Context: an optimization exercise on an open-source flow, tuned for small area, a short achievable clock period and few clock cycles. The choices shown serve that exercise and are no tape-out recipe.
RTL that was checked went through simulation tests only; none was proved equivalent to the original.
Power is estimated from default activity; no workload was simulated.

== maple ==
==> flow/design.v <==
module udp_send_data_buf;
endmodule
module crc_calc;
endmodule
`timescale 1 ns / 1 ps
module udp_transmit
(
    input wire  clk,
    input wire  rst,
    output wire  eth_txd_tvalid,
    output wire [31 : 0] eth_txd_tdata,
    output wire [3 : 0] eth_txd_tkeep,
    output wire  eth_txd_tlast,
    input wire  eth_txd_tready,
    output wire                    eth_txc_tvalid,
    output wire [31 : 0] eth_txc_tdata,
    output wire [3 : 0] eth_txc_tkeep,
    output wire  eth_txc_tlast,
    input wire  eth_txc_tready,
    input wire [31 : 0]   s_axis_data_tdata,
    input wire                      s_axis_data_tvalid,
    output wire                     s_axis_data_tready,
    input wire                      s_axis_data_tlast
);
    reg [8:0]  nb;           
    reg        first;        
    reg        ctrl;         
    reg        hdr;          
    reg        payload;      
    reg        lastb;        
    reg [31:0] s;            
    reg        s_rdy;        
    reg [15:0] p;
    reg [31:0] o;            
    reg        o_v, o_last, o_keep;
    reg        c_v, c_first, c_last;
    wire [3:0]  b = nb[3:0];
    wire [31:0] hv = (b == 4'd0) ? 32'h0000_0100 :
                     (b == 4'd1) ? 32'h0002_0000 :
                     (b == 4'd3) ? 32'h0045_0008 :
                     (b == 4'd4) ? 32'h0000_1c04 :
                     (b == 4'd5) ? 32'h1180_0000 :
                     (b == 4'd6) ? 32'ha8c0_e767 :
                     (b == 4'd7) ? 32'hc0a8_8001 :
                     (b == 4'd8) ? 32'h1879_0164 :
                     (b == 4'd9) ? 32'h0804_3075 : 32'h0;
    wire acc    = s_axis_data_tvalid && s_rdy;
    wire [31:0] w = s_rdy ? s_axis_data_tdata : s;
    wire c_free = !c_v || eth_txc_tready;
    wire o_free = !o_v || eth_txd_tready;
    wire step   = o_free && (ctrl ? (c_free && (!first || !s_rdy))
                                  : (!payload || !s_rdy || s_axis_data_tvalid));
    wire take   = step && payload;
    always @(posedge clk) begin
        if (rst) begin
            nb <= 9'd0;
            first <= 1'b1;
            ctrl <= 1'b1;
            hdr <= 1'b1;
            payload <= 1'b0;
            lastb <= 1'b0;
            s_rdy <= 1'b1;
            o_v <= 1'b0;
            c_v <= 1'b0;
        end else begin
            if (step) begin
                nb      <= lastb ? 9'd0 : nb + 9'd1;
                first   <= lastb;
                ctrl    <= lastb || (ctrl && nb != 9'd5);
                hdr     <= lastb || (hdr && nb != 9'd9);
                payload <= (nb == 9'd9) || (payload && nb != 9'd265);
                lastb   <= (nb == 9'd265);
            end
            if (take) s_rdy <= 1'b1;
            else if (acc) s_rdy <= 1'b0;
            if (o_free) o_v <= step;
            if (c_free) c_v <= step && ctrl;
        end
    end
    always @(posedge clk) begin
        if (s_rdy) s <= s_axis_data_tdata;
        if (take) p <= w[31:16];
        if (o_free) begin
            o[31:16] <= (hdr || lastb) ? hv[31:16] : w[15:0];
            o[15:0]  <= (hdr || nb == 9'd10) ? hv[15:0] : p;
            o_last   <= lastb;
            o_keep   <= !lastb;
        end
        if (c_free) begin
            c_first <= first;
            c_last  <= (nb == 9'd5);
        end
    end
    assign s_axis_data_tready = s_rdy;
    assign eth_txd_tvalid = o_v;
    assign eth_txd_tdata  = o;
    assign eth_txd_tkeep  = {{2{o_keep}}, 2'b11};
    assign eth_txd_tlast  = o_last;
    assign eth_txc_tvalid = c_v;
    assign eth_txc_tdata  = {c_first, 1'b0, c_first, 29'h0};
    assign eth_txc_tkeep  = 4'hF;
    assign eth_txc_tlast  = c_last;
endmodule
export LEC_CHECK = 0
export ABC_AREA = 1
export CAP_MARGIN = 20
export CORE_MARGIN = 2
export CORE_UTILIZATION = 55
export PLACE_DENSITY = 0.7
export SETUP_SLACK_MARGIN = 3.0
export SLEW_MARGIN = 20
create_clock -name core_clock -period 5.0 [get_ports {clk}]
standard.sh (not shown) runs the stock make flow with config.mk's settings and CLKGATE_MAP_FILE= SYNTH_SCRIPT=/design/flow/synth_recipe.tcl, a recipe that flattens the netlist after the stock synthesis.
==> flow/flow/run.sh <==
#!/bin/bash
# The standard layout (standard.sh), with two changes to how it is made:
# ports are buffered with the smallest buffer (buf_1; timing repair upsizes
# the ones it needs), and each constant net keeps the single tie cell that
# synthesis gives it instead of one tie cell per load.
set -euo pipefail
export BUFFER_PORTS_ARGS="-buffer_cell sky130_fd_sc_hd__buf_1"
export SKIP_REPAIR_TIE_FANOUT=1
bash standard.sh > standard.log 2>&1
What nickel does differently from maple at the input level:
--- a/flow/design.v
+++ b/flow/design.v
@@ -49,5 +49,5 @@
     wire c_free = !c_v || eth_txc_tready;
     wire o_free = !o_v || eth_txd_tready;
-    wire step   = o_free && (ctrl ? (c_free && (!first || !s_rdy))
+    wire step   = o_free && (ctrl ? (c_free && (!first || !s_rdy || s_axis_data_tvalid))
                                   : (!payload || !s_rdy || s_axis_data_tvalid));
     wire take   = step && payload;
Notes after the runs:
Relative to maple, the post-synthesis to final-layout area growth of nickel is higher by 0.41 points. Going from maple to nickel, the number of global-route vias before repair was found to have gone up by 62. The total routed wire length on the met1 layer in nickel sits about 1.2% below the value recorded for maple. After detailed routing, maple needs less wire than nickel. Looking at met3 wirelength from detailed routing, nickel sits above maple. Summary: with maple as the reference, design area in nickel moved down slightly. Sort nickel and maple by combinational group share of total power asc -> top: nickel. Re simple logic cell fraction of the synthesized area: nickel is 0.19 points up on maple. Of nickel and maple, the lower mean area per synthesized cell belongs to nickel. Estimated wirelength of the detail-placed design (nickel vs. maple) increases by a few percent. Per the comparison of nickel with maple, total die area has decreased; total design power -3.6%.
Testbench counts of nickel, summed over its fixed seeds: cycles 26,373.
For maple, only the layout was checked, not whether the RTL still works.

* * *

Setup of the reference run:
RTL: the design.v shown in full above, as it stands there.
Settings: LEC_CHECK=0, ABC_AREA=1, CAP_MARGIN=20, CORE_MARGIN=2, CORE_UTILIZATION=55, PLACE_DENSITY=0.7, SETUP_SLACK_MARGIN=3.1, SLEW_MARGIN=20; clock period 5.0 ns.
Scripts as last shown in full above: flow/flow/run.sh
> inputs changed (the reference run -> the trial run)
--- a/flow/design.v
+++ b/flow/design.v
@@ -28,59 +28,75 @@
     reg        hdr;          
     reg        payload;      
     reg        lastb;        
     reg [31:0] s;            
     reg        s_rdy;        
+    reg        s_full;       
     reg [15:0] p;
     reg [31:0] o;            
     reg        o_v, o_last, o_keep;
     reg        c_v, c_first, c_last;
+    reg        o_e, c_e;
     wire [3:0]  b = nb[3:0];
     wire [31:0] hv = (b == 4'd0) ? 32'h0000_0100 :
                      (b == 4'd1) ? 32'h0002_0000 :
                      (b == 4'd3) ? 32'h0045_0008 :
                      (b == 4'd4) ? 32'h0000_1c04 :
                      (b == 4'd5) ? 32'h1180_0000 :
                      (b == 4'd6) ? 32'ha8c0_e767 :
                      (b == 4'd7) ? 32'hc0a8_8001 :
                      (b == 4'd8) ? 32'h1879_0164 :
                      (b == 4'd9) ? 32'h0804_3075 : 32'h0;
-    wire acc    = s_axis_data_tvalid && s_rdy;
-    wire [31:0] w = s_rdy ? s_axis_data_tdata : s;
-    wire c_free = !c_v || eth_txc_tready;
-    wire o_free = !o_v || eth_txd_tready;
-    wire step   = o_free && (ctrl ? (c_free && (!first || !s_rdy))
-                                  : (!payload || !s_rdy || s_axis_data_tvalid));
+    wire acc    = s_axis_data_tvalid && !s_full;
+    wire [31:0] w = s_full ? s : s_axis_data_tdata;
+    wire c_free = c_e || eth_txc_tready;
+    wire o_free = o_e || eth_txd_tready;
+    wire step   = o_free && (ctrl ? (c_free && (!first || s_full || s_axis_data_tvalid))
+                                  : (!payload || s_full || s_axis_data_tvalid));
     wire take   = step && payload;
     always @(posedge clk) begin
         if (rst) begin
             nb <= 9'd0;
             first <= 1'b1;
             ctrl <= 1'b1;
             hdr <= 1'b1;
             payload <= 1'b0;
             lastb <= 1'b0;
             s_rdy <= 1'b1;
+            s_full <= 1'b0;
             o_v <= 1'b0;
+            o_e <= 1'b1;
             c_v <= 1'b0;
+            c_e <= 1'b1;
         end else begin
             if (step) begin
                 nb      <= lastb ? 9'd0 : nb + 9'd1;
                 first   <= lastb;
                 ctrl    <= lastb || (ctrl && nb != 9'd5);
                 hdr     <= lastb || (hdr && nb != 9'd9);
                 payload <= (nb == 9'd9) || (payload && nb != 9'd265);
                 lastb   <= (nb == 9'd265);
             end
-            if (take) s_rdy <= 1'b1;
-            else if (acc) s_rdy <= 1'b0;
-            if (o_free) o_v <= step;
-            if (c_free) c_v <= step && ctrl;
+            if (take) begin
+                s_rdy <= 1'b1;
+                s_full <= 1'b0;
+            end else if (acc) begin
+                s_rdy <= 1'b0;
+                s_full <= 1'b1;
+            end
+            if (o_free) begin
+                o_v <= step;
+                o_e <= !step;
+            end
+            if (c_free) begin
+                c_v <= step && ctrl;
+                c_e <= !(step && ctrl);
+            end
         end
     end
     always @(posedge clk) begin
-        if (s_rdy) s <= s_axis_data_tdata;
+        if (!s_full) s <= s_axis_data_tdata;
         if (take) p <= w[31:16];
         if (o_free) begin
             o[31:16] <= (hdr || lastb) ? hv[31:16] : w[15:0];
             o[15:0]  <= (hdr || nb == 9'd10) ? hv[15:0] : p;
             o_last   <= lastb;
--- outcome ---
Against the reference run, gate count of the mapped netlist in the trial run rose by a few percent.
Die: the trial run bigger than the reference run
Compared with the reference run, the trial run shows worst setup slack higher by 36 ps.
Compared with the reference run, in the trial run internal power summed over all cells decreased about 0.5%; starting density of the core decreased 0.91 points; part of the cycle the worst path needs decreased 0.73 points; global-route wire length before repair increased 3.5%.
Diff the reference run -> the trial run | net count reported at finish | up by a few percent
The higher area growth from synthesis to layout came out of the trial run.
For the global-route usage over all layers, the trial run came in 0.30 points higher than the reference run did.
Looking only at layout clock buffer count, and setting everything else aside, the lower value of the trial run and the reference run goes to the reference run.
Changes observed in the trial run relative to the reference run: critical path depth lost 1, layout cell share with drive strength beyond 1 picked up an extra 1.1 points.
Row routed metal-1 wire length: the trial run higher / the reference run lower
No run of this note included a check of the RTL's function; only the layout flow was run.

==> what the ideal ports hide <==
How much do the figures lean on ideal ports? The routed layouts below were timed once more, with nothing changed but the port constraints.
Step 1 sets driving cells, clkbuf_16 on the clock port and buf_2 on the other inputs (assumed; they add their load-dependent delay and slew).
Step 2 times the ports against the registers' clock, not the clock port: input delays grow and output delays shrink by t, the midpoint of the rising clock arrivals with the driver on.
a / b / c = ideal / step 1 / step 2; a / b = the first two.
| run | t (ns) | slack for setup (ns) | worst hold slack (ns) | clock arrival spread, ns |
|---|---|---|---|---|
| maple | 0.385 | 3.042 / 3.013 / 2.775 | 0.454 / 0.454 / 0.454 | 0.014 / 0.014 |
| nickel | 0.383 | 3.030 / 2.998 / 2.750 | 0.451 / 0.451 / 0.451 | 0.016 / 0.016 |
| the reference run | 0.391 | 3.036 / 3.007 / 2.755 | 0.451 / 0.451 / 0.451 | 0.015 / 0.015 |
| the trial run | 0.388 | 3.072 / 3.042 / 2.815 | 0.456 / 0.456 / 0.456 | 0.013 / 0.014 |
After both steps setup and hold are still met in every run listed. The setup slack of the reference run, which loses most, moves by -0.029 ns with the drivers and by -0.281 ns with both steps.
